From an optimization exercise on the open Yosys and OpenROAD flow, aimed at small area, a short achievable clock period and few clock cycles per item; shortcuts taken in it are not production practice. No functional check of the RTL was part of any run shown here.

### flow/config.mk
export PLATFORM = sky130hd
export DESIGN_NAME = cordic_top
export DESIGN_NICKNAME = cordic_top
export VERILOG_FILES = /design/flow/design.v
export SDC_FILE = /design/flow/constraint.sdc
export NUM_CORES = 4
export LEC_CHECK = 0
export CAP_MARGIN = 20
export CORE_MARGIN = 2
export CORE_UTILIZATION = 40
export PLACE_DENSITY = 0.6
export SETUP_SLACK_MARGIN = 3.0
export SLEW_MARGIN = 20
### flow/constraint.sdc
create_clock -name core_clock -period 6.0 [get_ports {clk}]
set_input_delay 1.2000 -clock core_clock [delete_from_list [all_inputs] [get_ports {clk}]]
set_output_delay 1.2000 -clock core_clock [all_outputs]
set_load 0.01 [all_outputs]
### flow/design.v
module fifo (
	input  logic clk,
	input  logic rst,
	input  logic put,           
	input  logic take,          
	input  logic [ 16:0 ] din,
	output logic [ 16:0 ] dout,
	output logic full,
	output logic full_c         
);
	always_ff @( posedge clk ) begin
		if ( put )
			dout <= din;
	end
	assign full_c = put | ( full & ~take );
	always_ff @( posedge clk, posedge rst ) begin
		if ( rst )
			full <= 1'b0;
		else
			full <= full_c;
	end
endmodule
module cordic_xy #( parameter SH = 0 ) (
	input  logic sgn, input  logic [ 15:0 ] x_in, input  logic [ 15:0 ] y_in,
	output logic [ 15:0 ] x_out, output logic [ 15:0 ] y_out);
	logic signed [ 15:0 ] xt, yt;
	logic [ 16:0 ] xs, ys;
	assign xt = $signed( x_in ) >>> SH;
	assign yt = $signed( y_in ) >>> SH;
	assign xs = { x_in, 1'b1 } + { yt ^ { 16{ ~sgn } }, ~sgn };
	assign ys = { y_in, 1'b1 } + { xt ^ { 16{ sgn } }, sgn };
	assign x_out = xs[ 16:1 ];
	assign y_out = ys[ 16:1 ];
endmodule
module cordic (
	input  logic clk,
	input  logic adv,
	input  logic in_f,
	input  logic [ 15:0 ] in_z,
	output logic [ 31:0 ] res
);
	logic [0:0] p1_f;
	logic [15:0] p1_z;
	logic c1_s0;
	logic [14:0] c1_z1;
	logic [0:0] p2_f;
	logic [0:0] p2_s0;
	logic [14:0] p2_z;
	logic c2_s1;
	logic [13:0] c2_z2;
	logic [0:0] p3_f;
	logic [0:0] p3_s0;
	logic [0:0] p3_s1;
	logic [13:0] p3_z;
	logic c3_s2;
	logic [12:0] c3_z3;
	logic [0:0] p4_f;
	logic [0:0] p4_s0;
	logic [0:0] p4_s1;
	logic [0:0] p4_s2;
	logic [12:0] p4_z;
	logic c4_s3;
	logic [11:0] c4_z4;
	logic [0:0] p5_f;
	logic [0:0] p5_s0;
	logic [0:0] p5_s1;
	logic [0:0] p5_s2;
	logic [0:0] p5_s3;
	logic [11:0] p5_z;
	logic c5_s4;
	logic [10:0] c5_z5;
	logic [0:0] p6_f;
	logic [0:0] p6_s0;
	logic [0:0] p6_s1;
	logic [0:0] p6_s2;
	logic [0:0] p6_s3;
	logic [0:0] p6_s4;
	logic [10:0] p6_z;
	logic c6_s5;
	logic [9:0] c6_z6;
	logic [6:0] c6_rom_a;
	logic [31:0] c6_rom_d;
	logic [9:0] p7_z;
	logic [15:0] p7_x;
	logic [15:0] p7_y;
	logic c7_s6;
	logic [8:0] c7_z7;
	logic [15:0] c7_x7, c7_y7;
	logic [8:0] p8_z;
	logic [15:0] p8_x;
	logic [15:0] p8_y;
	logic c8_s7;
	logic [8:0] c8_z8;
	logic [15:0] c8_x8, c8_y8;
	logic [8:0] p9_z;
	logic [15:0] p9_x;
	logic [15:0] p9_y;
	logic c9_s8;
	logic [7:0] c9_z9;
	logic [15:0] c9_x9, c9_y9;
	logic [7:0] p10_z;
	logic [15:0] p10_x;
	logic [15:0] p10_y;
	logic c10_s9;
	logic [6:0] c10_z10;
	logic [15:0] c10_x10, c10_y10;
	logic [6:0] p11_z;
	logic [15:0] p11_x;
	logic [15:0] p11_y;
	logic c11_s10;
	logic [5:0] c11_z11;
	logic [15:0] c11_x11, c11_y11;
	logic [5:0] p12_z;
	logic [15:0] p12_x;
	logic [15:0] p12_y;
	logic c12_s11;
	logic [4:0] c12_z12;
	logic [15:0] c12_x12, c12_y12;
	logic [4:0] p13_z;
	logic [15:0] p13_x;
	logic [15:0] p13_y;
	logic c13_s12;
	logic [4:0] c13_z13;
	logic [15:0] c13_x13, c13_y13;
	logic [4:0] p14_z;
	logic [15:0] p14_x;
	logic [15:0] p14_y;
	logic c14_s13;
	logic [4:0] c14_z14;
	logic c14_s14;
	logic [15:0] c14_x14, c14_y14;
	logic [0:0] p15_s14;
	logic [15:0] p15_x;
	logic [15:0] p15_y;
	logic [15:0] c15_x15, c15_y15;
	logic [0:0] p16_s14;
	logic [15:0] p16_x;
	logic [15:0] p16_y;
	logic [15:0] c16_x16, c16_y16;
	always_ff @( posedge clk ) if ( adv ) begin p1_f <= in_f; p1_z <= in_z; end
	assign c1_s0 = p1_z[15];
	assign c1_z1 = c1_s0 ? p1_z[14:0] + 15'd12867 : p1_z[14:0] - 15'd12867;
	always_ff @( posedge clk ) if ( adv ) begin p2_f <= p1_f; p2_s0 <= c1_s0; p2_z <= c1_z1[14:0]; end
	assign c2_s1 = p2_z[14];
	assign c2_z2 = c2_s1 ? p2_z[13:0] + 14'd7596 : p2_z[13:0] - 14'd7596;
	always_ff @( posedge clk ) if ( adv ) begin p3_f <= p2_f; p3_s0 <= p2_s0; p3_s1 <= c2_s1; p3_z <= c2_z2[13:0]; end
	assign c3_s2 = p3_z[13];
	assign c3_z3 = c3_s2 ? p3_z[12:0] + 13'd4013 : p3_z[12:0] - 13'd4013;
	always_ff @( posedge clk ) if ( adv ) begin p4_f <= p3_f; p4_s0 <= p3_s0; p4_s1 <= p3_s1; p4_s2 <= c3_s2; p4_z <= c3_z3[12:0]; end
	assign c4_s3 = p4_z[12];
	assign c4_z4 = c4_s3 ? p4_z[11:0] + 12'd2037 : p4_z[11:0] - 12'd2037;
	always_ff @( posedge clk ) if ( adv ) begin p5_f <= p4_f; p5_s0 <= p4_s0; p5_s1 <= p4_s1; p5_s2 <= p4_s2; p5_s3 <= c4_s3; p5_z <= c4_z4[11:0]; end
	assign c5_s4 = p5_z[11];
	assign c5_z5 = c5_s4 ? p5_z[10:0] + 11'd1022 : p5_z[10:0] - 11'd1022;
	always_ff @( posedge clk ) if ( adv ) begin p6_f <= p5_f; p6_s0 <= p5_s0; p6_s1 <= p5_s1; p6_s2 <= p5_s2; p6_s3 <= p5_s3; p6_s4 <= c5_s4; p6_z <= c5_z5[10:0]; end
	assign c6_s5 = p6_z[10];
	assign c6_z6 = c6_s5 ? p6_z[9:0] + 10'd511 : p6_z[9:0] - 10'd511;
	assign c6_rom_a = { c6_s5, p6_s4, p6_s3, p6_s2, p6_s1, p6_s0, p6_f };
	localparam logic [ 4095:0 ] C6_ROM_TAB = {
		32'h09013f5c, 32'hf6fcc0a9, 32'hc0a40904, 32'h3f57f701,
		32'hd2b82d38, 32'h2d45d2c9, 32'hd2c8d2bb, 32'h2d372d48,
		32'hea223c25, 32'h15dcc3de, 32'hc3dbea25, 32'h3c2215dd,
		32'hc2c61297, 32'h3d39ed6a, 32'hed69c2c6, 32'h12963d3a,
		32'hf9213fa0, 32'h06dcc063, 32'hc061f924, 32'h3f9d06df,
		32'hc8fc20ae, 32'h3703df52, 32'hdf51c8fd, 32'h20ad3704,
		32'hdbff34e7, 32'h23fecb1a, 32'hcb19dc02, 32'h34e623ff,
		32'hc01502f3, 32'h3fecfd0e, 32'hfd0dc014, 32'h02f43feb,
		32'h010c3ffc, 32'hfef3c007, 32'hc004010d, 32'h3ff9fef6,
		32'hcd72273a, 32'h328dd8c5, 32'hd8c6cd73, 32'h2739328e,
		32'he2d038f3, 32'h1d2ec70e, 32'hc70de2d1, 32'h38f21d2f,
		32'hc0ef0ad2, 32'h3f12f52d, 32'hf52ec0ef, 32'h0ad33f11,
		32'hf1443e45, 32'h0ebbc1bc, 32'hc1baf145, 32'h3e440ebc,
		32'hc5581994, 32'h3aa9e66c, 32'he66dc557, 32'h19933aa8,
		32'hd5b33003, 32'h2a4ccffc, 32'hcffdd5b4, 32'h30042a4d,
		32'hc037faf6, 32'h3fcc0509, 32'h050ac034, 32'hfaf93fc9,
		32'h05093fcc, 32'hfaf6c037, 32'hc034050a, 32'h3fc9faf9,
		32'hcffc2a4c, 32'h3003d5b3, 32'hd5b4cffd, 32'h2a4d3004,
		32'he66c3aa9, 32'h1994c558, 32'hc557e66d, 32'h3aa81993,
		32'hc1bc0ebb, 32'h3e45f144, 32'hf145c1ba, 32'h0ebc3e44,
		32'hf52d3f12, 32'h0ad2c0ef, 32'hc0eff52e, 32'h3f110ad3,
		32'hc70e1d2e, 32'h38f3e2d0, 32'he2d1c70d, 32'h1d2f38f2,
		32'hd8c5328d, 32'h273acd72, 32'hcd73d8c6, 32'h328e2739,
		32'hc007fef3, 32'h3ffc010c, 32'h010dc004, 32'hfef63ff9,
		32'hfd0e3fec, 32'h02f3c015, 32'hc014fd0d, 32'h3feb02f4,
		32'hcb1a23fe, 32'h34e7dbff, 32'hdc02cb19, 32'h23ff34e6,
		32'hdf523703, 32'h20aec8fc, 32'hc8fddf51, 32'h370420ad,
		32'hc06306dc, 32'h3fa0f921, 32'hf924c061, 32'h06df3f9d,
		32'hed6a3d39, 32'h1297c2c6, 32'hc2c6ed69, 32'h3d3a1296,
		32'hc3de15dc, 32'h3c25ea22, 32'hea25c3db, 32'h15dd3c22,
		32'hd2c92d45, 32'h2d38d2b8, 32'hd2bbd2c8, 32'h2d482d37,
		32'hc0a9f6fc, 32'h3f5c0901, 32'h0904c0a4, 32'hf7013f57
	};
	assign c6_rom_d = C6_ROM_TAB[ c6_rom_a * 32 +: 32 ];
	always_ff @( posedge clk ) if ( adv ) begin p7_z <= c6_z6[9:0]; p7_x <= c6_rom_d[31:16]; p7_y <= c6_rom_d[15:0]; end
	assign c7_s6 = p7_z[9];
	assign c7_z7 = c7_s6 ? p7_z[8:0] + 9'd255 : p7_z[8:0] - 9'd255;
	cordic_xy #( .SH( 6 ) ) u_c7_xy6 ( .sgn( c7_s6 ), .x_in( p7_x ), .y_in( p7_y ), .x_out( c7_x7 ), .y_out( c7_y7 ) );
	always_ff @( posedge clk ) if ( adv ) begin p8_z <= c7_z7[8:0]; p8_x <= c7_x7; p8_y <= c7_y7; end
	assign c8_s7 = p8_z[8];
	assign c8_z8 = c8_s7 ? p8_z[8:0] + 9'd127 : p8_z[8:0] - 9'd127;
	cordic_xy #( .SH( 7 ) ) u_c8_xy7 ( .sgn( c8_s7 ), .x_in( p8_x ), .y_in( p8_y ), .x_out( c8_x8 ), .y_out( c8_y8 ) );
	always_ff @( posedge clk ) if ( adv ) begin p9_z <= c8_z8[8:0]; p9_x <= c8_x8; p9_y <= c8_y8; end
	assign c9_s8 = p9_z[8];
	assign c9_z9 = c9_s8 ? p9_z[7:0] + 8'd63 : p9_z[7:0] - 8'd63;
	cordic_xy #( .SH( 8 ) ) u_c9_xy8 ( .sgn( c9_s8 ), .x_in( p9_x ), .y_in( p9_y ), .x_out( c9_x9 ), .y_out( c9_y9 ) );
	always_ff @( posedge clk ) if ( adv ) begin p10_z <= c9_z9[7:0]; p10_x <= c9_x9; p10_y <= c9_y9; end
	assign c10_s9 = p10_z[7];
	assign c10_z10 = c10_s9 ? p10_z[6:0] + 7'd31 : p10_z[6:0] - 7'd31;
	cordic_xy #( .SH( 9 ) ) u_c10_xy9 ( .sgn( c10_s9 ), .x_in( p10_x ), .y_in( p10_y ), .x_out( c10_x10 ), .y_out( c10_y10 ) );
	always_ff @( posedge clk ) if ( adv ) begin p11_z <= c10_z10[6:0]; p11_x <= c10_x10; p11_y <= c10_y10; end
	assign c11_s10 = p11_z[6];
	assign c11_z11 = c11_s10 ? p11_z[5:0] + 6'd15 : p11_z[5:0] - 6'd15;
	cordic_xy #( .SH( 10 ) ) u_c11_xy10 ( .sgn( c11_s10 ), .x_in( p11_x ), .y_in( p11_y ), .x_out( c11_x11 ), .y_out( c11_y11 ) );
	always_ff @( posedge clk ) if ( adv ) begin p12_z <= c11_z11[5:0]; p12_x <= c11_x11; p12_y <= c11_y11; end
	assign c12_s11 = p12_z[5];
	assign c12_z12 = c12_s11 ? p12_z[4:0] + 5'd7 : p12_z[4:0] - 5'd7;
	cordic_xy #( .SH( 11 ) ) u_c12_xy11 ( .sgn( c12_s11 ), .x_in( p12_x ), .y_in( p12_y ), .x_out( c12_x12 ), .y_out( c12_y12 ) );
	always_ff @( posedge clk ) if ( adv ) begin p13_z <= c12_z12[4:0]; p13_x <= c12_x12; p13_y <= c12_y12; end
	assign c13_s12 = p13_z[4];
	assign c13_z13 = c13_s12 ? p13_z[4:0] + 5'd3 : p13_z[4:0] - 5'd3;
	cordic_xy #( .SH( 12 ) ) u_c13_xy12 ( .sgn( c13_s12 ), .x_in( p13_x ), .y_in( p13_y ), .x_out( c13_x13 ), .y_out( c13_y13 ) );
	always_ff @( posedge clk ) if ( adv ) begin p14_z <= c13_z13[4:0]; p14_x <= c13_x13; p14_y <= c13_y13; end
	assign c14_s13 = p14_z[4];
	assign c14_z14 = c14_s13 ? p14_z[4:0] + 5'd1 : p14_z[4:0] - 5'd1;
	assign c14_s14 = c14_z14[4];
	cordic_xy #( .SH( 13 ) ) u_c14_xy13 ( .sgn( c14_s13 ), .x_in( p14_x ), .y_in( p14_y ), .x_out( c14_x14 ), .y_out( c14_y14 ) );
	always_ff @( posedge clk ) if ( adv ) begin p15_s14 <= c14_s14; p15_x <= c14_x14; p15_y <= c14_y14; end
	cordic_xy #( .SH( 14 ) ) u_c15_xy14 ( .sgn( p15_s14 ), .x_in( p15_x ), .y_in( p15_y ), .x_out( c15_x15 ), .y_out( c15_y15 ) );
	always_ff @( posedge clk ) if ( adv ) begin p16_s14 <= p15_s14; p16_x <= c15_x15; p16_y <= c15_y15; end
	cordic_xy #( .SH( 15 ) ) u_c16_xy15 ( .sgn( p16_s14 ), .x_in( p16_x ), .y_in( p16_y ), .x_out( c16_x16 ), .y_out( c16_y16 ) );
	assign res = { c16_x16, c16_y16 };
endmodule
module cordic_top (
	input logic clk,
	input logic rst,
	input logic signed [ 31:0 ] in_din,
	input logic in_we,
	input logic out_re,
	output logic in_full,
	output logic signed [ 1:0 ] [ 15:0 ] out_dout,
	output logic out_empty
);
	localparam logic signed [ 31:0 ]
		PI       = 32'sd51472,
		TWO_PI   = 32'sd102944,
		HALF_PI  = 32'sd25736,
		THREE_HALF_PI = 32'sd77208;
	localparam logic [ 15:0 ] PI_LO = 16'd51472, TWO_PI_LO = 16'd37408;  
	localparam logic [ 31:0 ] RES_ZERO = { 16'sd16383, 16'sd2 };
	logic accept, adv, stuck;
	logic signed [ 31:0 ] r, r_step;
	logic busy, busy_c, far_in, far_step;
	assign r_step = r[ 31 ] ? r + TWO_PI : r - TWO_PI;
	assign far_in = ( in_din > TWO_PI ) || ( in_din < -TWO_PI );
	assign far_step = ( r_step > TWO_PI ) || ( r_step < -TWO_PI );
	always_ff @( posedge clk ) begin
		if ( accept )
			r <= in_din;
		else if ( busy )
			r <= r_step;
	end
	assign busy_c = accept ? far_in : ( busy & far_step );
	logic signed [ 17:0 ] rs;
	logic gt_h, lt_h, ge_3h, le_3h;
	logic [ 15:0 ] z_red;
	logic f_red;
	assign rs = r[ 17:0 ];
	assign gt_h  = rs > HALF_PI;
	assign lt_h  = rs < -HALF_PI;
	assign ge_3h = rs >= THREE_HALF_PI;
	assign le_3h = rs <= -THREE_HALF_PI;
	always_comb begin
		if ( ge_3h )
			z_red = r[ 15:0 ] - TWO_PI_LO;
		else if ( gt_h )
			z_red = r[ 15:0 ] - PI_LO;
		else if ( le_3h )
			z_red = r[ 15:0 ] + TWO_PI_LO;
		else if ( lt_h )
			z_red = r[ 15:0 ] + PI_LO;
		else
			z_red = r[ 15:0 ];
	end
	assign f_red = ( gt_h & ~ge_3h ) | ( lt_h & ~le_3h );
	logic [ 16:0 ] e_dout;
	logic e_full, e_full_c;
	logic p_f;
	logic [ 15:0 ] p_z;
	logic [ 31:0 ] res;
	assign stuck = ~out_empty & ~out_re;
	assign accept = in_we & ~in_full;
	assign adv = ( accept | e_full ) & ~stuck;
	fifo
	hold_inst (
		.clk( clk ),
		.rst( rst ),
		.put( accept & stuck ),
		.take( adv ),
		.din( { f_red, z_red } ),
		.dout( e_dout ),
		.full( e_full ),
		.full_c( e_full_c )
	);
	assign { p_f, p_z } = e_full ? e_dout : { f_red, z_red };
	cordic
	cordic_inst (
		.clk( clk ),
		.adv( adv ),
		.in_f( p_f ),
		.in_z( p_z ),
		.res( res )
	);
	logic [ 4:0 ] cnt;       
	logic word_zero, word_res0;
	always_ff @( posedge clk, posedge rst ) begin
		if ( rst )
			cnt <= 5'd0;
		else if ( adv && cnt != 5'd17 )
			cnt <= cnt + 5'd1;
	end
	assign word_zero = cnt < 5'd16;
	assign word_res0 = cnt == 5'd16;
	always_ff @( posedge clk ) begin
		if ( adv ) begin
			if ( word_zero )
				out_dout <= 32'h0;
			else if ( word_res0 )
				out_dout <= RES_ZERO;
			else
				out_dout <= res;
		end
	end
	always_ff @( posedge clk, posedge rst ) begin
		if ( rst ) begin
			out_empty <= 1'b1;
			busy <= 1'b0;
			in_full <= 1'b0;
		end
		else begin
			if ( adv )
				out_empty <= 1'b0;
			else if ( out_re )
				out_empty <= 1'b1;
			busy <= busy_c;
			in_full <= busy_c | e_full_c;
		end
	end
endmodule
### flow/run.sh
#!/bin/bash
# synth_recipe.tcl (not shown) runs the flow's synth.tcl, then flattens the netlist and writes it again
# the make line also repeats each setting of config.mk as NAME=value (left out here)
make -C /OpenROAD-flow-scripts/flow DESIGN_CONFIG=/design/flow/config.mk WORK_HOME=/design/flow/orfs CLKGATE_MAP_FILE= SYNTH_SCRIPT=/design/flow/synth_recipe.tcl finish
==> summary.txt, run 1 <==
# TYPE chip_impl_metric gauge
chip_impl_metric{name="top_level_ports",unit=""} 70
chip_impl_metric{name="routed_wire_length_per_instance",unit="µm"} 19.3
chip_impl_info{name="setup.worst_path.start_class",value="register"} 1
chip_impl_metric{name="timing.final.crit_period",unit="ns"} 3.55
chip_impl_metric{name="final.period_utilization",unit="%"} 59.1
chip_impl_metric{name="fin_nets",unit=""} 5278
chip_impl_metric{name="finalHoldViolations",unit=""} 0
chip_impl_metric{name="postSynthNetCount",unit=""} 4795
chip_impl_metric{name="dpl_cell_area",unit="mm²"} 0.0452
chip_impl_metric{name="htree_levels",unit=""} 3
chip_impl_metric{name="stage_delay_of_the_slowest_cell_on_the_critical_path",unit="ns"} 0.43
chip_impl_metric{name="clock_pin_slew_on_the_worst_setup_and_hold_paths",unit="ns"} 0.06
chip_impl_metric{name="max_slew.worst_pin.slew",unit="ns"} 0.892
chip_impl_metric{name="syn-cell-area",unit="mm²"} 0.0427
chip_impl_metric{name="maxCapViolCount",unit=""} 0
chip_impl_metric{name="grt_pass1_vias",unit=""} 34100
chip_impl_info{name="rsz0062_at_grt",value="yes"} 1
chip_impl_metric{name="report.final.slew_viol_count",unit=""} 0
chip_impl_metric{name="clock.fmax",unit="MHz"} 282
chip_impl_metric{name="clock_sinks",unit=""} 571
chip_impl_info{name="layout_commonest_cell",value="edfxtp_1"} 1
chip_impl_info{name="clock_tree_from_tritoncts",value="yes"} 1
chip_impl_metric{name="gr-total-overflow",unit=""} 0
chip_impl_metric{name="post_dp_hpwl",unit="mm"} 78.5
chip_impl_metric{name="die-width",unit="µm"} 331
chip_impl_metric{name="routed_wl",unit="mm"} 120
chip_impl_metric{name="cp.buffers_inverters",unit=""} 3
chip_impl_metric{name="die_y",unit="µm"} 331
chip_impl_metric{name="ctsLongestPathBuffers",unit=""} 3
chip_impl_info{name="setup.worst_path.end_class",value="register"} 1
chip_impl_metric{name="routed_via_density",unit=""} 5.65
chip_impl_info{name="layout_common_cells",value="562 x edfxtp_1, 364 x ha_1, 364 x buf_4"} 1
chip_impl_metric{name="drt-met1-wl",unit="mm"} 53.3
chip_impl_metric{name="drive_above_1_share",unit="%"} 23.9
chip_impl_metric{name="cts_made_buffers",unit=""} 71
chip_impl_metric{name="slew-limit-headroom",unit="%"} 40.3
chip_impl_info{name="crit_path_class",value="register to register"} 1
chip_impl_metric{name="synth_async_sr_flop_share",unit="%"} 1.58
chip_impl_info{name="cp_common_cell",value="o211ai_1"} 1
chip_impl_metric{name="drtIter0Drc",unit=""} 3017
chip_impl_metric{name="maximum_number_of_pins_on_one_net_before_global_route_repair",unit=""} 101
chip_impl_metric{name="flow.area_growth_from_synthesis",unit="%"} 28.9
chip_impl_metric{name="ys_seq_elements",unit=""} 571
chip_impl_metric{name="std_cell_rows",unit=""} 119
chip_impl_metric{name="synthCells",unit=""} 4305
chip_impl_metric{name="synth_enable_flop_cells",unit=""} 562
chip_impl_metric{name="coreArea",unit="mm²"} 0.106
chip_impl_metric{name="route.detailed.drc",unit=""} 0
chip_impl_metric{name="filler_cell_count",unit=""} 9146
chip_impl_info{name="cell_chain_of_the_critical_path",value="clkinvlp_4 > buf_6 > ha_4 > o211ai_1 > o211ai_1 > a211oi_2 > buf_4 > nor3_2 > o211ai_1 > a311oi_2 > nor3_2 > and4_1 > o31ai_2 > or2_1"} 1
chip_impl_metric{name="drt_pre_antenna_iters",unit=""} 6
chip_impl_metric{name="post-place-cells",unit=""} 5676
chip_impl_info{name="hp-class",value="register to register"} 1
chip_impl_metric{name="place_congestion",unit=""} 0.949
chip_impl_metric{name="wl_met3",unit="mm"} 5.72
chip_impl_metric{name="setup_total_negative_slack",unit="ns"} 0
chip_impl_info{name="worst_path_max_delay_cell",value="edfxtp_1"} 1
chip_impl_metric{name="routed-wl-met2",unit="mm"} 56.6
chip_impl_info{name="top_metal_used",value="met4"} 1
chip_impl_metric{name="io_buffer_count",unit=""} 69
chip_impl_metric{name="cp_max_fo",unit=""} 9
chip_impl_metric{name="synth-seq-area-share",unit="%"} 40.0
chip_impl_metric{name="grt_antenna_before_repair",unit=""} 0
chip_impl_info{name="top_regs",value="out_dout (32), r (32), hold_inst.dout (17)"} 1
chip_impl_metric{name="stdcell_area",unit="mm²"} 0.0550
chip_impl_info{name="synth_top_flop_cell",value="edfxtp_1"} 1
chip_impl_metric{name="detailroute.via_count",unit=""} 35200
chip_impl_metric{name="hold_ws",unit="ns"} 0.416
chip_impl_metric{name="synthesis.area_per_instance",unit="µm²"} 9.92
chip_impl_metric{name="ys.warnings.count",unit=""} 3
chip_impl_metric{name="fin_cells",unit=""} 6231
chip_impl_metric{name="clock_insertion_delay_worst_skew",unit="ns"} 0.65
chip_impl_metric{name="timing.clock.skew",unit="ns"} 0.0391
chip_impl_info{name="status",value="no timing/DRC/antenna violations"} 1
chip_impl_metric{name="arrival",unit="ns"} 4.06
chip_impl_metric{name="dieArea",unit="mm²"} 0.109
chip_impl_metric{name="drt.antenna.violating_nets",unit=""} 0
chip_impl_metric{name="worst_ep_required_time",unit="ns"} 6.52
chip_impl_metric{name="floorplan.initialDensity",unit="%"} 40.5
chip_impl_metric{name="yosysUniqueCellTypes",unit=""} 96
chip_impl_info{name="cp_top_family",value="compound AO/OA/AOI/OAI gates"} 1
chip_impl_info{name="clockRootBuffer",value="clkbuf_16"} 1
chip_impl_metric{name="globalRouteTotalUtil",unit="%"} 20.8
chip_impl_metric{name="grt_pass1_wl",unit="mm"} 184
chip_impl_metric{name="n_antenna_cell",unit=""} 0
chip_impl_metric{name="setup-violations-final",unit=""} 0
-- area by class of cell --
class	count	area, µm²	share of cell area, %
Clock inverter	37	445	0.809
Clock buffer	88	1840	3.34
Sequential cell	571	17100	31.1
Multi-Input combinational cell	3406	28000	50.9
Inverter	181	712	1.29
Timing Repair Buffer	555	5190	9.43
Timing Repair inverter	2	15.0	0.0273
Tap cell	1391	1740	3.16
-- synthesized netlist by cell type, types with 29 or more instances --
| master | count | area (µm²) |
|---|---|---|
| a211oi_1 | 48 | 360 |
| a21o_1 | 82 | 616 |
| a21oi_1 | 365 | 1830 |
| a31oi_1 | 49 | 307 |
| and2_1 | 48 | 300 |
| and3_1 | 30 | 188 |
| clkbuf_1 | 110 | 413 |
| edfxtp_1 | 562 | 16900 |
| ha_1 | 440 | 5510 |
| inv_1 | 180 | 676 |
| nand2_1 | 282 | 1060 |
| nand2b_1 | 49 | 307 |
| nand3_1 | 116 | 581 |
| nor2_1 | 372 | 1400 |
| nor2b_1 | 59 | 369 |
| nor3_1 | 111 | 556 |
| o211ai_1 | 30 | 225 |
| o21a_1 | 42 | 315 |
| o21ai_0 | 245 | 1230 |
| o21bai_1 | 59 | 443 |
| or3_1 | 29 | 181 |
| xnor2_1 | 392 | 3430 |
| xor2_1 | 133 | 1160 |
-- layer usage --
layer  GRT usage, %  up-vias
met3           2.99      315
met2           34.2     1017
met4           7.53        0
li1               -    17000
met5              0        -
met1           28.0    16800
-- cell families (layout without fill, tap and decap cells) --
kind of cell,count (synthesis),after routing,synth area share [%]
mux,43,43,1.27
fa+ha+maj,456,456,13.6
simple gates,1164,1165,12.7
compound gates,1217,1217,18.7
flops,571,571,40.0
buf+inv,329,863,2.96
xor+xnor,525,525,10.8
-- per-stage QoR --
step | util [%] | worst slack [ns]
finish | 52.1 | 2.45
global route | 52.1 | 2.36
CTS | 49.0 | 2.61
detailed placement | 42.9 | 1.77
global placement | 42.9 | 1.77
floorplan | - | -4.03
-- final timing paths --
path / startpoint / to / slack (ns) / cells after the start
setup / recovery: r[31] / in_full / 2.45 / 14
hold / removal: cordic_inst.p1_f / cordic_inst.p2_f / 0.42 / 0
setup reg to reg: r[31] / in_full / 2.45 / 14
hold reg to reg: cordic_inst.p1_f / cordic_inst.p2_f / 0.42 / 0
max in group asynchronous: rst / out_empty / 4.72 / 2
min in group asynchronous: rst / hold_inst.full / 0.91 / 2
-- repair_timing --
item / 4_1_cts / 5_1_grt
resized for setup: 415 / 409
hold endpoints to repair: 0 / 0
buffers inserted: 268 / 150
pin swaps: 237 / 248
endpoints found under the setup margin: 727 / 396
hold buffers: 0 / 0
cloned: 4 / 8
-- worst reg2reg max path, delay by kind of cell, from the launching register on --
kind	cells	cell delay, ns
AND/OR/NAND/NOR	4	0.88
adder cells (fa/ha/maj)	1	0.24
buffers and inverters	3	0.52
flip-flops	1	0.43
AO/OA/AOI/OAI	6	1.35
==> run 2: changes to the inputs <==
--- a/flow/config.mk
+++ b/flow/config.mk
@@ -9,5 +9,4 @@
 export CORE_MARGIN = 2
 export CORE_UTILIZATION = 40
 export PLACE_DENSITY = 0.6
-export SETUP_SLACK_MARGIN = 3.0
 export SLEW_MARGIN = 20
==> summary.txt, run 2 <==
# TYPE chip_impl_metric gauge
chip_impl_info{name="status",value="no timing/DRC/antenna violations"} 1
chip_impl_metric{name="flow.area_growth_from_synthesis",unit="%"} 10.8
chip_impl_metric{name="grt_pass1_vias",unit=""} 30900
chip_impl_metric{name="gr-total-overflow",unit=""} 0
chip_impl_metric{name="die_y",unit="µm"} 331
chip_impl_info{name="crit_path_class",value="register to register"} 1
chip_impl_metric{name="route.detailed.drc",unit=""} 0
chip_impl_metric{name="max_slew.worst_pin.slew",unit="ns"} 1.06
chip_impl_metric{name="arrival",unit="ns"} 4.89
chip_impl_metric{name="routed_via_density",unit=""} 5.64
chip_impl_metric{name="detailroute.via_count",unit=""} 32700
chip_impl_metric{name="slew-limit-headroom",unit="%"} 29.4
chip_impl_info{name="setup.worst_path.start_class",value="register"} 1
chip_impl_metric{name="worst_ep_required_time",unit="ns"} 6.35
chip_impl_metric{name="timing.clock.skew",unit="ns"} 0.0290
chip_impl_metric{name="drive_above_1_share",unit="%"} 5.50
chip_impl_metric{name="routed_wire_length_per_instance",unit="µm"} 18.2
chip_impl_metric{name="top_level_ports",unit=""} 70
chip_impl_info{name="rsz0062_at_grt",value="no"} 1
chip_impl_info{name="synth_top_flop_cell",value="edfxtp_1"} 1
chip_impl_info{name="ys_top_cells_by_area",value="edfxtp_1 40%, ha_1 13%, xnor2_1 8.0%, a21oi_1 4.3%, nor2_1 3.3%"} 1
chip_impl_metric{name="syn-cell-area",unit="mm²"} 0.0427
chip_impl_metric{name="fin_nets",unit=""} 4837
chip_impl_info{name="setup.worst_path.end_class",value="register"} 1
chip_impl_metric{name="post-cts-setup-buffers",unit=""} 0
chip_impl_metric{name="clock.fmax",unit="MHz"} 220
chip_impl_metric{name="finalHoldViolations",unit=""} 0
chip_impl_metric{name="ctsLongestPathBuffers",unit=""} 3
chip_impl_metric{name="synth.top_cell.area_share",unit="%"} 39.5
chip_impl_metric{name="drt.antenna.violating_nets",unit=""} 0
chip_impl_metric{name="post_cts_hold_buffer_count",unit=""} 0
chip_impl_metric{name="dieArea",unit="mm²"} 0.109
chip_impl_metric{name="synth_enable_flop_cells",unit=""} 562
chip_impl_info{name="layout_common_cells",value="562 x edfxtp_1, 439 x ha_1, 392 x xnor2_1"} 1
chip_impl_info{name="worst_hold_path.endpoint",value="cordic_inst.p2_f"} 1
chip_impl_info{name="clockRootBuffer",value="clkbuf_16"} 1
chip_impl_metric{name="clock_pin_slew_on_the_worst_setup_and_hold_paths",unit="ns"} 0.06
chip_impl_metric{name="grt_antenna_before_repair",unit=""} 1
chip_impl_metric{name="floorplan.initialDensity",unit="%"} 40.5
chip_impl_metric{name="postCtsResizedCells",unit=""} 0
chip_impl_metric{name="routed_wl",unit="mm"} 105
chip_impl_metric{name="coreArea",unit="mm²"} 0.106
chip_impl_metric{name="synth_async_sr_flop_share",unit="%"} 1.58
chip_impl_metric{name="place_congestion",unit=""} 0.984
chip_impl_metric{name="clock_sinks",unit=""} 571
chip_impl_metric{name="synthesis.area_per_instance",unit="µm²"} 9.92
chip_impl_metric{name="r2r_setup_slack",unit="ns"} 1.46
chip_impl_metric{name="post_dp_hpwl",unit="mm"} 76.4
chip_impl_metric{name="globalRouteTotalUtil",unit="%"} 19.0
chip_impl_metric{name="io_buffer_count",unit=""} 69
chip_impl_info{name="layout_commonest_cell",value="edfxtp_1"} 1
chip_impl_metric{name="timing.final.crit_period",unit="ns"} 4.54
chip_impl_metric{name="hold-path-cell-count",unit=""} 0
chip_impl_metric{name="synth-seq-area-share",unit="%"} 40.0
chip_impl_info{name="min_from",value="cordic_inst.p1_f"} 1
chip_impl_metric{name="setup-violations-final",unit=""} 0
chip_impl_metric{name="drt_pre_antenna_iters",unit=""} 7
chip_impl_metric{name="yosysUniqueCellTypes",unit=""} 96
chip_impl_metric{name="maximum_number_of_pins_on_one_net_before_global_route_repair",unit=""} 122
chip_impl_info{name="top_regs",value="out_dout (32), r (32), hold_inst.dout (17)"} 1
chip_impl_metric{name="die-width",unit="µm"} 331
chip_impl_info{name="clock_tree_from_tritoncts",value="yes"} 1
chip_impl_info{name="regToRegStartpoint",value="cordic_inst.p6_f"} 1
chip_impl_metric{name="fin_cells",unit=""} 5794
chip_impl_info{name="yosys.area.top_type",value="edfxtp_1"} 1
chip_impl_metric{name="report.final.slew_viol_count",unit=""} 0
chip_impl_metric{name="std_cell_rows",unit=""} 119
chip_impl_metric{name="maxCapViolCount",unit=""} 0
chip_impl_metric{name="synthCells",unit=""} 4305
chip_impl_metric{name="final.period_utilization",unit="%"} 75.6
chip_impl_metric{name="htree_levels",unit=""} 3
chip_impl_metric{name="ys_seq_elements",unit=""} 571
chip_impl_info{name="most_repeated_cell_in_the_gate_level_netlist_after_synthesis",value="edfxtp_1"} 1
chip_impl_metric{name="grt_pass1_wl",unit="mm"} 168
chip_impl_metric{name="cp_max_fo",unit=""} 36
chip_impl_info{name="synth_commonest_cells",value="562 x edfxtp_1, 440 x ha_1, 392 x xnor2_1"} 1
chip_impl_metric{name="filler_cell_count",unit=""} 9925
chip_impl_metric{name="worstRegToRegCells",unit=""} 8
chip_impl_metric{name="postSynthNetCount",unit=""} 4795
chip_impl_metric{name="n_antenna_cell",unit=""} 0
chip_impl_info{name="hp-class",value="register to register"} 1
chip_impl_metric{name="clock_insertion_delay_worst_skew",unit="ns"} 0.64
chip_impl_info{name="ff_to_ff_end",value="cordic_inst.p7_x[10]"} 1
chip_impl_metric{name="cts_made_buffers",unit=""} 71
chip_impl_metric{name="post-place-cells",unit=""} 5665
chip_impl_metric{name="ys.warnings.count",unit=""} 3
chip_impl_metric{name="drtIter0Drc",unit=""} 2837
==> run 2: cell counts after synthesis <==
Identical to the previous run, type by type.
==> run 2: cell families after synthesis <==
kind of cell               Yosys count  synth area share (%)
AOI/OAI and AO/OA                 1217                  18.7
and+or+nand+nor                   1164                  12.7
DFF                                571                  40.0
xor gates and xnor gates           525                  10.8
adders and majority gates          456                  13.6
buffers and inverters              329                  2.96
muxes                               43                  1.27
==> run 2: metal layers <==
metal  vias up  wire length, µm  GRT usage, %
li1      16100                -             -
met1     15200            48600          26.5
met2      1069            47400          30.3
met3       239             6040          2.92
met4         2             3350          6.15
met5         -               12             0
==> run 2: layout make-up <==
type,count,area [µm²],share of cell area (%)
Multi-Input combinational cell,3405,24400,51.5
Sequential cell,571,17100,36.1
Clock buffer,83,1880,3.98
Tap cell,1391,1740,3.68
Timing Repair Buffer,117,1110,2.35
Inverter,181,679,1.44
Clock inverter,46,423,0.894
==> run 2: worst max path at each step <==
stage,start,endpoint,depth (start not counted),slack (ns)
floorplan,in_we,cnt[1],6,-4.03
global placement,in_we,cordic_inst.p9_z[8],7,1.74
detailed placement,in_we,cordic_inst.p9_z[8],7,1.74
CTS,cordic_inst.p6_f,cordic_inst.p7_x[10],8,1.79
global route,cordic_inst.p6_f,cordic_inst.p7_x[10],8,1.43
finish,cordic_inst.p6_f,cordic_inst.p7_x[10],8,1.46
==> run 2: metrics by stage <==
stage	worst slack (ns)	hold WS, ns	setup TNS [ns]	util (%)	instance area (µm²)
6_report	1.46	0.411	0	44.8	47300
5_1_grt	1.43	0.407	0	44.8	47300
4_1_cts	1.79	0.400	0	44.8	47300
3_5_place_dp	1.74	0.405	0	42.6	45000
3_3_place_gp	1.74	0.401	0	42.6	45000
2_1_floorplan	-4.03	0.400	-1742.42	-	42700
==> run 2: critical path, stage by stage, from the launching register on <==
cell	delay, ns
edfxtp_1	1.05
inv_1	0.53
ha_2	0.95
and2_0	0.66
nor2_1	0.37
a211oi_1	0.33
a211oi_1	0.09
a31oi_1	0.18
o21ai_0	0.09
==> run 3: changes to the inputs <==
--- a/flow/design.v
+++ b/flow/design.v
@@ -248,11 +248,11 @@
 	localparam logic [ 15:0 ] PI_LO = 16'd51472, TWO_PI_LO = 16'd37408;  
 	localparam logic [ 31:0 ] RES_ZERO = { 16'sd16383, 16'sd2 };
 	logic accept, adv, stuck;
-	logic signed [ 31:0 ] r, r_step;
+	logic signed [ 31:0 ] r, r_step, src;
 	logic busy, busy_c, far_in, far_step;
 	assign r_step = r[ 31 ] ? r + TWO_PI : r - TWO_PI;
 	assign far_in = ( in_din > TWO_PI ) || ( in_din < -TWO_PI );
-	assign far_step = ( r_step > TWO_PI ) || ( r_step < -TWO_PI );
+	assign far_step = r[ 31 ] ? ( r < -( TWO_PI <<< 1 ) ) : ( r > ( TWO_PI <<< 1 ) );
 	always_ff @( posedge clk ) begin
 		if ( accept )
 			r <= in_din;
@@ -261,27 +261,21 @@
 	end
 	assign busy_c = accept ? far_in : ( busy & far_step );
 	logic signed [ 17:0 ] rs;
-	logic gt_h, lt_h, ge_3h, le_3h;
-	logic [ 15:0 ] z_red;
+	logic sub2, sub1, add2, add1;
+	logic [ 15:0 ] z_k, z_red;
 	logic f_red;
-	assign rs = r[ 17:0 ];
-	assign gt_h  = rs > HALF_PI;
-	assign lt_h  = rs < -HALF_PI;
-	assign ge_3h = rs >= THREE_HALF_PI;
-	assign le_3h = rs <= -THREE_HALF_PI;
-	always_comb begin
-		if ( ge_3h )
-			z_red = r[ 15:0 ] - TWO_PI_LO;
-		else if ( gt_h )
-			z_red = r[ 15:0 ] - PI_LO;
-		else if ( le_3h )
-			z_red = r[ 15:0 ] + TWO_PI_LO;
-		else if ( lt_h )
-			z_red = r[ 15:0 ] + PI_LO;
-		else
-			z_red = r[ 15:0 ];
+	assign src = accept ? in_din : r;
+	assign rs = src[ 17:0 ];
+	always_ff @( posedge clk ) begin
+		sub2 <= rs >= THREE_HALF_PI;
+		sub1 <= ( rs > HALF_PI ) && ( rs < THREE_HALF_PI );
+		add2 <= rs <= -THREE_HALF_PI;
+		add1 <= ( rs < -HALF_PI ) && ( rs > -THREE_HALF_PI );
 	end
-	assign f_red = ( gt_h & ~ge_3h ) | ( lt_h & ~le_3h );
+	assign z_k = ( { 16{ sub2 } } & ( -TWO_PI_LO ) ) | ( { 16{ sub1 } } & ( -PI_LO ) ) |
+		( { 16{ add2 } } & TWO_PI_LO ) | ( { 16{ add1 } } & PI_LO );
+	assign z_red = r[ 15:0 ] + z_k;
+	assign f_red = sub1 | add1;
 	logic [ 16:0 ] e_dout;
 	logic e_full, e_full_c;
 	logic p_f;
@@ -342,7 +336,7 @@
 			else if ( out_re )
 				out_empty <= 1'b1;
 			busy <= busy_c;
-			in_full <= busy_c | e_full_c;
+			in_full <= busy_c | busy | e_full_c;
 		end
 	end
 endmodule
--- a/flow/config.mk
+++ b/flow/config.mk
@@ -9,4 +9,5 @@
 export CORE_MARGIN = 2
 export CORE_UTILIZATION = 40
 export PLACE_DENSITY = 0.6
+export SETUP_SLACK_MARGIN = 3.5
 export SLEW_MARGIN = 20
==> summary.txt, run 3 <==
# TYPE chip_impl_metric gauge
chip_impl_metric{name="timing.final.crit_period",unit="ns"} 3.03
chip_impl_metric{name="timing.clock.skew",unit="ns"} 0.0279
chip_impl_info{name="synth_top_flop_cell",value="edfxtp_1"} 1
chip_impl_metric{name="r2r_setup_slack",unit="ns"} 2.97
chip_impl_info{name="cp_common_cell",value="buf_6"} 1
chip_impl_metric{name="post_dp_hpwl",unit="mm"} 79.8
chip_impl_metric{name="finalHoldViolations",unit=""} 0
chip_impl_metric{name="clock_insertion_delay_worst_skew",unit="ns"} 0.63
chip_impl_metric{name="drtIter0Drc",unit=""} 3125
chip_impl_metric{name="setup_ws",unit="ns"} 2.97
chip_impl_metric{name="post-place-cells",unit=""} 5816
chip_impl_info{name="top_usage_layer",value="met2"} 1
chip_impl_metric{name="dp_slack",unit="ns"} 1.91
chip_impl_metric{name="postSynthNetCount",unit=""} 4911
chip_impl_info{name="top_regs",value="out_dout (32), r (32), hold_inst.dout (17)"} 1
chip_impl_info{name="clock_tree_from_tritoncts",value="yes"} 1
chip_impl_metric{name="grt_pass1_vias",unit=""} 36400
chip_impl_info{name="setup.worst_path.end_class",value="register"} 1
chip_impl_metric{name="flow.area_growth_from_synthesis",unit="%"} 41.9
chip_impl_metric{name="detailroute.via_count",unit=""} 38000
chip_impl_metric{name="slew-limit-headroom",unit="%"} 36.8
chip_impl_metric{name="cp_max_fo",unit=""} 6
chip_impl_metric{name="grt_pass1_wl",unit="mm"} 196
chip_impl_info{name="ys_top_cells_by_area",value="edfxtp_1 39%, ha_1 13%, xnor2_1 6.6%, a21oi_1 4.4%, o21ai_0 3.3%"} 1
chip_impl_metric{name="synth_async_sr_flop_share",unit="%"} 1.57
chip_impl_info{name="clockRootBuffer",value="clkbuf_16"} 1
chip_impl_metric{name="clock_pin_slew_on_the_worst_setup_and_hold_paths",unit="ns"} 0.06
chip_impl_metric{name="worstRegToRegCells",unit=""} 13
chip_impl_info{name="worst_path_max_delay_cell",value="edfxtp_1"} 1
chip_impl_metric{name="grt_use_met1",unit="%"} 27.7
chip_impl_metric{name="drt.antenna.violating_nets",unit=""} 0
chip_impl_metric{name="dpl_cell_area",unit="mm²"} 0.0466
chip_impl_metric{name="die_y",unit="µm"} 334
chip_impl_metric{name="ys.warnings.count",unit=""} 3
chip_impl_metric{name="final.period_utilization",unit="%"} 50.5
chip_impl_info{name="worst_hold_path.endpoint",value="cordic_inst.p6_z[0]"} 1
chip_impl_metric{name="route.detailed.drc",unit=""} 0
chip_impl_metric{name="routed_via_density",unit=""} 5.71
chip_impl_metric{name="stage_delay_of_the_slowest_cell_on_the_critical_path",unit="ns"} 0.39
chip_impl_metric{name="floorplan.initialDensity",unit="%"} 40.5
chip_impl_metric{name="filler_cell_count",unit=""} 8685
chip_impl_metric{name="arrival",unit="ns"} 3.39
chip_impl_metric{name="synth_xor_xnor_area_share",unit="%"} 9.77
chip_impl_metric{name="n_antenna_cell",unit=""} 0
chip_impl_metric{name="routed_wire_length_per_instance",unit="µm"} 19.8
chip_impl_metric{name="synth-seq-area-share",unit="%"} 39.5
chip_impl_metric{name="place_congestion",unit=""} 0.958
chip_impl_info{name="rsz0062_at_grt",value="yes"} 1
chip_impl_metric{name="io_buffer_count",unit=""} 69
chip_impl_metric{name="drt_pre_antenna_iters",unit=""} 7
chip_impl_metric{name="post_cts_hold_buffer_count",unit=""} 0
chip_impl_info{name="ff_to_ff_end",value="cordic_inst.p9_x[15]"} 1
chip_impl_metric{name="grt.met2_usage",unit="%"} 37.3
chip_impl_metric{name="grt_use_met3",unit="%"} 2.67
chip_impl_metric{name="cts_made_buffers",unit=""} 72
chip_impl_metric{name="layout.core_utilization",unit="%"} 57.4
chip_impl_metric{name="maxCapViolCount",unit=""} 0
chip_impl_info{name="regToRegStartpoint",value="cordic_inst.p8_z[8]"} 1
chip_impl_metric{name="clock_sinks",unit=""} 575
chip_impl_metric{name="dieArea",unit="mm²"} 0.111
chip_impl_metric{name="report.final.slew_viol_count",unit=""} 0
chip_impl_metric{name="synth-simple-area-share",unit="%"} 12.9
chip_impl_info{name="min_from",value="cordic_inst.p5_z[0]"} 1
chip_impl_info{name="setup.worst_path.start_class",value="register"} 1
chip_impl_metric{name="cp.buffers_inverters",unit=""} 3
chip_impl_metric{name="worst_ep_required_time",unit="ns"} 6.36
chip_impl_metric{name="synthCells",unit=""} 4408
chip_impl_info{name="most_repeated_cell_in_the_gate_level_netlist_after_synthesis",value="edfxtp_1"} 1
chip_impl_metric{name="maximum_number_of_pins_on_one_net_before_global_route_repair",unit=""} 92
chip_impl_metric{name="drive_above_1_share",unit="%"} 34.8
chip_impl_metric{name="top_level_ports",unit=""} 70
chip_impl_info{name="largest_family_of_logic_cells_by_synthesized_area",value="compound AO/OA/AOI/OAI gates"} 1
chip_impl_metric{name="ctsLongestPathBuffers",unit=""} 3
chip_impl_metric{name="std_cell_rows",unit=""} 120
chip_impl_metric{name="setup-violations-final",unit=""} 0
chip_impl_info{name="layout_common_cells",value="562 x edfxtp_1, 502 x buf_4, 301 x nor2_1"} 1
chip_impl_metric{name="compound_gate_portion_of_the_synthesized_area",unit="%"} 19.8
chip_impl_info{name="hp-class",value="register to register"} 1
chip_impl_metric{name="synth.mux.area_fraction",unit="%"} 1.48
chip_impl_metric{name="routed_wl",unit="mm"} 132
chip_impl_metric{name="synth.top_cell.area_share",unit="%"} 38.8
chip_impl_metric{name="fin_cells",unit=""} 6652
chip_impl_metric{name="htree_levels",unit=""} 3
chip_impl_info{name="synth_commonest_cells",value="562 x edfxtp_1, 452 x ha_1, 379 x a21oi_1"} 1
chip_impl_info{name="cp_top_family",value="compound AO/OA/AOI/OAI gates"} 1
chip_impl_metric{name="fin_nets",unit=""} 5698
chip_impl_metric{name="ys_seq_elements",unit=""} 575
chip_impl_metric{name="synthesis.area_per_instance",unit="µm²"} 9.87
chip_impl_metric{name="max_slew.worst_pin.slew",unit="ns"} 0.948
chip_impl_metric{name="synth_enable_flop_cells",unit=""} 562
chip_impl_metric{name="setup_total_negative_slack",unit="ns"} 0
chip_impl_info{name="status",value="no timing/DRC/antenna violations"} 1
chip_impl_info{name="layout_commonest_cell",value="edfxtp_1"} 1
chip_impl_metric{name="stdcell_area",unit="mm²"} 0.0617
chip_impl_metric{name="syn-cell-area",unit="mm²"} 0.0435
chip_impl_metric{name="die-width",unit="µm"} 334
chip_impl_metric{name="globalRouteTotalUtil",unit="%"} 21.6
chip_impl_metric{name="synth-adder-area-share",unit="%"} 13.7
chip_impl_metric{name="gr-total-overflow",unit=""} 0
chip_impl_metric{name="grt_antenna_before_repair",unit=""} 0
chip_impl_info{name="yosys.area.top_type",value="edfxtp_1"} 1
chip_impl_metric{name="clock.fmax",unit="MHz"} 330
chip_impl_metric{name="coreArea",unit="mm²"} 0.108
chip_impl_metric{name="hold-path-cell-count",unit=""} 0
chip_impl_metric{name="yosysUniqueCellTypes",unit=""} 94
chip_impl_info{name="crit_path_class",value="register to register"} 1
chip_impl_info{name="cell_chain_of_the_critical_path",value="buf_6 > buf_6 > buf_6 > xnor2_4 > ha_4 > o21a_1 > o21ai_2 > a31oi_4 > o31ai_4 > a21oi_2 > a41o_1 > o41ai_4 > xnor2_1"} 1
==> run 3: cell count changes after synthesis, moves of 22 or more <==
cell / previous run / this run
a21o_1: 82 / 120
clkbuf_1: 110 / 77
nand2_1: 282 / 251
o211ai_1: 30 / 60
o21a_1: 42 / 68
o21ai_0: 245 / 283
xnor2_1: 392 / 330
xor2_1: 133 / 155
==> run 3: worst reg2reg max path: stages, from the launching register on <==
cell and delay, ns:
edfxtp_1 0.39, buf_6 0.17, buf_6 0.12, buf_6 0.11, xnor2_4 0.17, ha_4 0.23
o21a_1 0.18, o21ai_2 0.23, a31oi_4 0.07, o31ai_4 0.30, a21oi_2 0.11, a41o_1 0.26
o41ai_4 0.30, xnor2_1 0.12
==> run 3: how the worst max path moves through the flow <==
stage               cells after the start                 start                    end  slack [ns]
finish                                 13   cordic_inst.p8_z[8]   cordic_inst.p9_x[15]        2.97
detailed placement                      7                 in_we    cordic_inst.p8_x[8]        1.91
floorplan                               8                 in_we                 cnt[1]       -4.51
CTS                                    11  cordic_inst.p10_z[7]  cordic_inst.p11_y[12]        3.03
global route                           13  cordic_inst.p13_z[4]  cordic_inst.p14_y[15]        2.89
global placement                        7                 in_we    cordic_inst.p8_x[8]        1.92
==> run 3: area by class of cell <==
cell class	count	area [µm²]	area share, %
sequential	575	17200	27.9
inverter	193	769	1.25
clock buffer	83	1930	3.12
timing repair buffer	838	8280	13.4
tap	1403	1760	2.84
timing repair inverter	1	5.00	0.00811
multi-input combinational	3514	31300	50.8
clock inverter	45	457	0.740
==> run 3: repair_timing <==
item                                    4_1_cts  5_1_grt
buffers inserted                            422      262
gates cloned                                 17        7
endpoints found under the setup margin      877      277
hold endpoints to repair                      0        0
pin swaps                                   396      488
gates resized for setup                     874      648
==> run 3: kinds of logic (layout without fill, tap and decap cells) <==
kind of cell / Yosys count / in the layout
AO/OA/AOI/OAI: 1334 / 1334
multiplexers: 53 / 53
buffers and inverters: 321 / 1160
AND/OR/NAND/NOR: 1173 / 1175
XOR/XNOR: 485 / 485
flip-flops: 575 / 575
adder cells (fa/ha/maj): 467 / 467
==> run 3: per-layer routing <==
| layer | wire [µm] | share of wire (%) |
|---|---|---|
| met4 | 5300 | 4.0 |
| met1 | 54800 | 42 |
| met5 | 0 | 0 |
| met2 | 65000 | 49 |
| met3 | 6540 | 5.0 |
==> run 3: through the flow <==
| stage | hold slack (ns) |
|---|---|
| after CTS | 0.416 |
| after global routing | 0.414 |
| after detailed placement | 0.407 |
| final | 0.416 |
| after global placement | 0.403 |
| after floorplan | 0.400 |
==> run 4: changes to the inputs <==
--- a/flow/config.mk
+++ b/flow/config.mk
@@ -7,7 +7,7 @@
 export LEC_CHECK = 0
 export CAP_MARGIN = 20
 export CORE_MARGIN = 2
-export CORE_UTILIZATION = 40
-export PLACE_DENSITY = 0.6
+export CORE_UTILIZATION = 60
+export PLACE_DENSITY = 0.75
 export SETUP_SLACK_MARGIN = 3.5
 export SLEW_MARGIN = 20
==> summary.txt, run 4 <==
# TYPE chip_impl_metric gauge
chip_impl_metric{name="ys_seq_elements",unit=""} 575
chip_impl_metric{name="slew-limit-headroom",unit="%"} 25.8
chip_impl_metric{name="routed_wire_length_per_instance",unit="µm"} 29.8
chip_impl_info{name="synth_commonest_cells",value="562 x edfxtp_1, 452 x ha_1, 379 x a21oi_1"} 1
chip_impl_metric{name="drt.antenna.violating_nets",unit=""} 0
chip_impl_metric{name="detailroute.via_count",unit=""} 45600
chip_impl_metric{name="synthesis.area_per_instance",unit="µm²"} 9.87
chip_impl_metric{name="post_cts_hold_buffer_count",unit=""} 0
chip_impl_metric{name="htree_levels",unit=""} 3
chip_impl_info{name="cell_chain_of_the_critical_path",value="buf_12 > buf_12 > xor2_4 > buf_6 > buf_4 > ha_1 > o21ai_0 > nor3_1 > a21oi_1 > nand4_1"} 1
chip_impl_metric{name="routed_via_density",unit=""} 7.31
chip_impl_metric{name="std_cell_rows",unit=""} 98
chip_impl_metric{name="setup_total_negative_slack",unit="ns"} 0
chip_impl_metric{name="setup_ws",unit="ns"} 2.46
chip_impl_info{name="setup.worst_path.end_class",value="register"} 1
chip_impl_metric{name="grt_pass1_vias",unit=""} 39200
chip_impl_metric{name="final.period_utilization",unit="%"} 59.0
chip_impl_metric{name="synthCells",unit=""} 4408
chip_impl_info{name="top_regs",value="out_dout (32), r (32), hold_inst.dout (17)"} 1
chip_impl_metric{name="drtIter0Drc",unit=""} 7481
chip_impl_info{name="min_from",value="cordic_inst.p4_s2"} 1
chip_impl_metric{name="drive_above_1_share",unit="%"} 35.7
chip_impl_metric{name="synth-seq-area-share",unit="%"} 39.5
chip_impl_info{name="layout_common_cells",value="562 x edfxtp_1, 526 x buf_4, 300 x nor2_1"} 1
chip_impl_metric{name="synth_enable_flop_cells",unit=""} 562
chip_impl_info{name="most_repeated_cell_in_the_gate_level_netlist_after_synthesis",value="edfxtp_1"} 1
chip_impl_metric{name="gr-total-overflow",unit=""} 0
chip_impl_metric{name="worstRegToRegCells",unit=""} 10
chip_impl_metric{name="coreArea",unit="mm²"} 0.0716
chip_impl_metric{name="filler_cell_count",unit=""} 2858
chip_impl_info{name="layout_commonest_cell",value="edfxtp_1"} 1
chip_impl_info{name="setup.worst_path.start_class",value="register"} 1
chip_impl_info{name="crit_path_class",value="register to register"} 1
chip_impl_metric{name="yosysUniqueCellTypes",unit=""} 94
chip_impl_metric{name="die_y",unit="µm"} 273
chip_impl_metric{name="r2r_setup_slack",unit="ns"} 2.46
chip_impl_metric{name="arrival",unit="ns"} 3.78
chip_impl_metric{name="grt_pass1_wl",unit="mm"} 211
chip_impl_info{name="clock_tree_from_tritoncts",value="yes"} 1
chip_impl_info{name="hp-class",value="register to register"} 1
chip_impl_metric{name="stage_delay_of_the_slowest_cell_on_the_critical_path",unit="ns"} 0.63
chip_impl_metric{name="die-width",unit="µm"} 273
chip_impl_metric{name="synth.top_cell.area_share",unit="%"} 38.8
chip_impl_metric{name="timing.clock.skew",unit="ns"} 0.0262
chip_impl_metric{name="place_congestion",unit=""} 0.979
chip_impl_metric{name="flow.area_growth_from_synthesis",unit="%"} 41.6
chip_impl_metric{name="routed_wl",unit="mm"} 186
chip_impl_info{name="rsz0062_at_grt",value="yes"} 1
chip_impl_metric{name="globalRouteTotalUtil",unit="%"} 35.3
chip_impl_metric{name="ctsLongestPathBuffers",unit=""} 3
chip_impl_metric{name="hold-path-cell-count",unit=""} 0
chip_impl_metric{name="cp_max_fo",unit=""} 8
chip_impl_metric{name="io_buffer_count",unit=""} 69
chip_impl_metric{name="fin_nets",unit=""} 5731
chip_impl_info{name="worst_hold_path.endpoint",value="cordic_inst.p5_s2"} 1
chip_impl_metric{name="clock.fmax",unit="MHz"} 283
chip_impl_metric{name="grt_antenna_before_repair",unit=""} 2
chip_impl_metric{name="report.final.slew_viol_count",unit=""} 0
chip_impl_metric{name="maxCapViolCount",unit=""} 0
chip_impl_metric{name="dpl_cell_area",unit="mm²"} 0.0460
chip_impl_info{name="worst_path_max_delay_cell",value="o21ai_0"} 1
chip_impl_info{name="regToRegStartpoint",value="cordic_inst.p13_z[4]"} 1
chip_impl_metric{name="drt_pre_antenna_iters",unit=""} 9
chip_impl_info{name="clockRootBuffer",value="clkbuf_16"} 1
chip_impl_metric{name="clock_sinks",unit=""} 575
chip_impl_metric{name="route.detailed.drc",unit=""} 0
chip_impl_info{name="ff_to_ff_end",value="cordic_inst.p14_y[14]"} 1
chip_impl_info{name="cp_common_cell",value="buf_12"} 1
chip_impl_metric{name="timing.final.crit_period",unit="ns"} 3.54
chip_impl_metric{name="cts_made_buffers",unit=""} 68
chip_impl_info{name="yosys.area.top_type",value="edfxtp_1"} 1
chip_impl_info{name="status",value="no timing/DRC/antenna violations"} 1
chip_impl_metric{name="maximum_number_of_pins_on_one_net_before_global_route_repair",unit=""} 75
chip_impl_metric{name="dp_slack",unit="ns"} 1.96
chip_impl_metric{name="ys.warnings.count",unit=""} 3
chip_impl_metric{name="syn-cell-area",unit="mm²"} 0.0435
chip_impl_metric{name="clock_pin_slew_on_the_worst_setup_and_hold_paths",unit="ns"} 0.07
chip_impl_metric{name="clock_insertion_delay_worst_skew",unit="ns"} 0.68
chip_impl_info{name="synth_top_flop_cell",value="edfxtp_1"} 1
chip_impl_metric{name="stdcell_area",unit="mm²"} 0.0616
chip_impl_metric{name="dieArea",unit="mm²"} 0.0747
chip_impl_metric{name="top_level_ports",unit=""} 70
chip_impl_info{name="crit_start",value="cordic_inst.p13_z[4]"} 1
chip_impl_metric{name="finalHoldViolations",unit=""} 0
chip_impl_metric{name="worst_ep_required_time",unit="ns"} 6.24
chip_impl_metric{name="cp.buffers_inverters",unit=""} 4
chip_impl_metric{name="floorplan.initialDensity",unit="%"} 60.7
chip_impl_metric{name="post_dp_hpwl",unit="mm"} 76.7
chip_impl_metric{name="max_slew.worst_pin.slew",unit="ns"} 1.11
chip_impl_metric{name="layout.core_utilization",unit="%"} 86.0
chip_impl_metric{name="postSynthNetCount",unit=""} 4911
chip_impl_metric{name="synth_async_sr_flop_share",unit="%"} 1.57
chip_impl_info{name="ys_top_cells_by_area",value="edfxtp_1 39%, ha_1 13%, xnor2_1 6.6%, a21oi_1 4.4%, o21ai_0 3.3%"} 1
chip_impl_metric{name="setup-violations-final",unit=""} 0
chip_impl_info{name="cp_top_family",value="compound AO/OA/AOI/OAI gates"} 1
## run 4: area by class of cell
cell class / count / area [µm²] / area share (%)
Clock buffer: 84 / 1800 / 2.93
Multi-Input combinational cell: 3515 / 31600 / 51.3
Antenna cell: 1 / 2.50 / 0.00406
Tap cell: 950 / 1190 / 1.93
Timing Repair Buffer: 871 / 8460 / 13.7
Inverter: 193 / 772 / 1.25
Clock inverter: 41 / 522 / 0.847
Sequential cell: 575 / 17200 / 27.9
Timing Repair inverter: 4 / 28.8 / 0.0467
## run 4: worst reg2reg max path: cells and delay by family, from the launching register on
family	cells	cell delay (ns)
AO/OA/AOI/OAI	2	0.85
XOR/XNOR	1	0.20
AND/OR/NAND/NOR	2	0.63
buffers and inverters	4	0.69
adder cells (fa/ha/maj)	1	0.32
flip-flops	1	0.44
## run 4: routing by layer
metal	global-route usage [%]	share of wire, %	vias to the layer above
met5	0	0.0070	-
met4	15.4	9.2	2
met3	5.34	12	1630
met2	58.6	45	4507
met1	45.8	34	21200
li1	-	-	18200
## run 4: worst max path at each step
stage | slack, ns | end | depth (start not counted)
finish | 2.46 | cordic_inst.p14_y[14] | 10
global route | 2.40 | cordic_inst.p14_y[14] | 10
CTS | 3.03 | cordic_inst.p15_x[15] | 12
detailed placement | 1.96 | cordic_inst.p4_z[9] | 8
global placement | 1.45 | cordic_inst.p10_x[1] | 6
floorplan | -4.51 | cnt[1] | 8
## run 4: cell families after synthesis
family | count (synthesis) | share of synthesized area [%]
buf+inv | 321 | 2.84
compound gates | 1334 | 19.8
mux | 53 | 1.48
flops | 575 | 39.5
fa+ha+maj | 467 | 13.7
simple gates | 1173 | 12.9
xor+xnor | 485 | 9.77
## run 4: per-stage QoR
step           hold WS, ns  cells
6_report             0.414   6234
5_1_grt              0.430   6233
4_1_cts              0.418   5967
3_5_place_dp         0.407   5351
3_3_place_gp         0.403   5349
2_1_floorplan        0.400   4408
## run 4: repair_timing
item                       in CTS  in global routing
resized for setup             782                771
hold endpoints to repair        0                  0
setup buffers                 467                263
gates cloned                   24                  3
setup endpoints to repair     870                457
pin swaps                     365                514

[static timing again, ports no longer ideal]
How much do the figures lean on ideal ports? The routed layouts below were timed once more, with nothing changed but the port constraints.
Step 1 (the two cells are an assumption about what drives the block):
set clk [get_ports {clk}]
set_driving_cell -lib_cell sky130_fd_sc_hd__clkbuf_16 $clk
set_driving_cell -lib_cell sky130_fd_sc_hd__buf_2 [delete_from_list [all_inputs] $clk]
Step 2 adds t to the input delays and takes it off the output delays; t is the mean of the earliest and latest rising clock arrival at the registers after step 1. Input paths then give back, and output paths get back, about the clock's delay inside the block.
Three values: ideal, step 1, step 2; two values: the first two.
run | shift t [ns] | setup WS [ns] | hold WS [ns] | clock arrival spread, ns
run 1 | 0.707 | 2.455 / 2.455 / 2.400 | 0.416 / 0.416 / 0.416 | 0.039 / 0.039
run 2 | 0.704 | 1.465 / 1.465 / 1.465 | 0.411 / 0.411 / 0.411 | 0.036 / 0.035
run 3 | 0.679 | 2.971 / 2.971 / 2.882 | 0.416 / 0.416 / 0.416 | 0.028 / 0.028
run 4 | 0.735 | 2.461 / 2.461 / 2.461 | 0.414 / 0.414 / 0.414 | 0.026 / 0.026
After both steps every run listed still meets setup and hold. The setup slack of run 3, which loses most, moves by 0.000 ns with the drivers and by -0.089 ns with both steps.
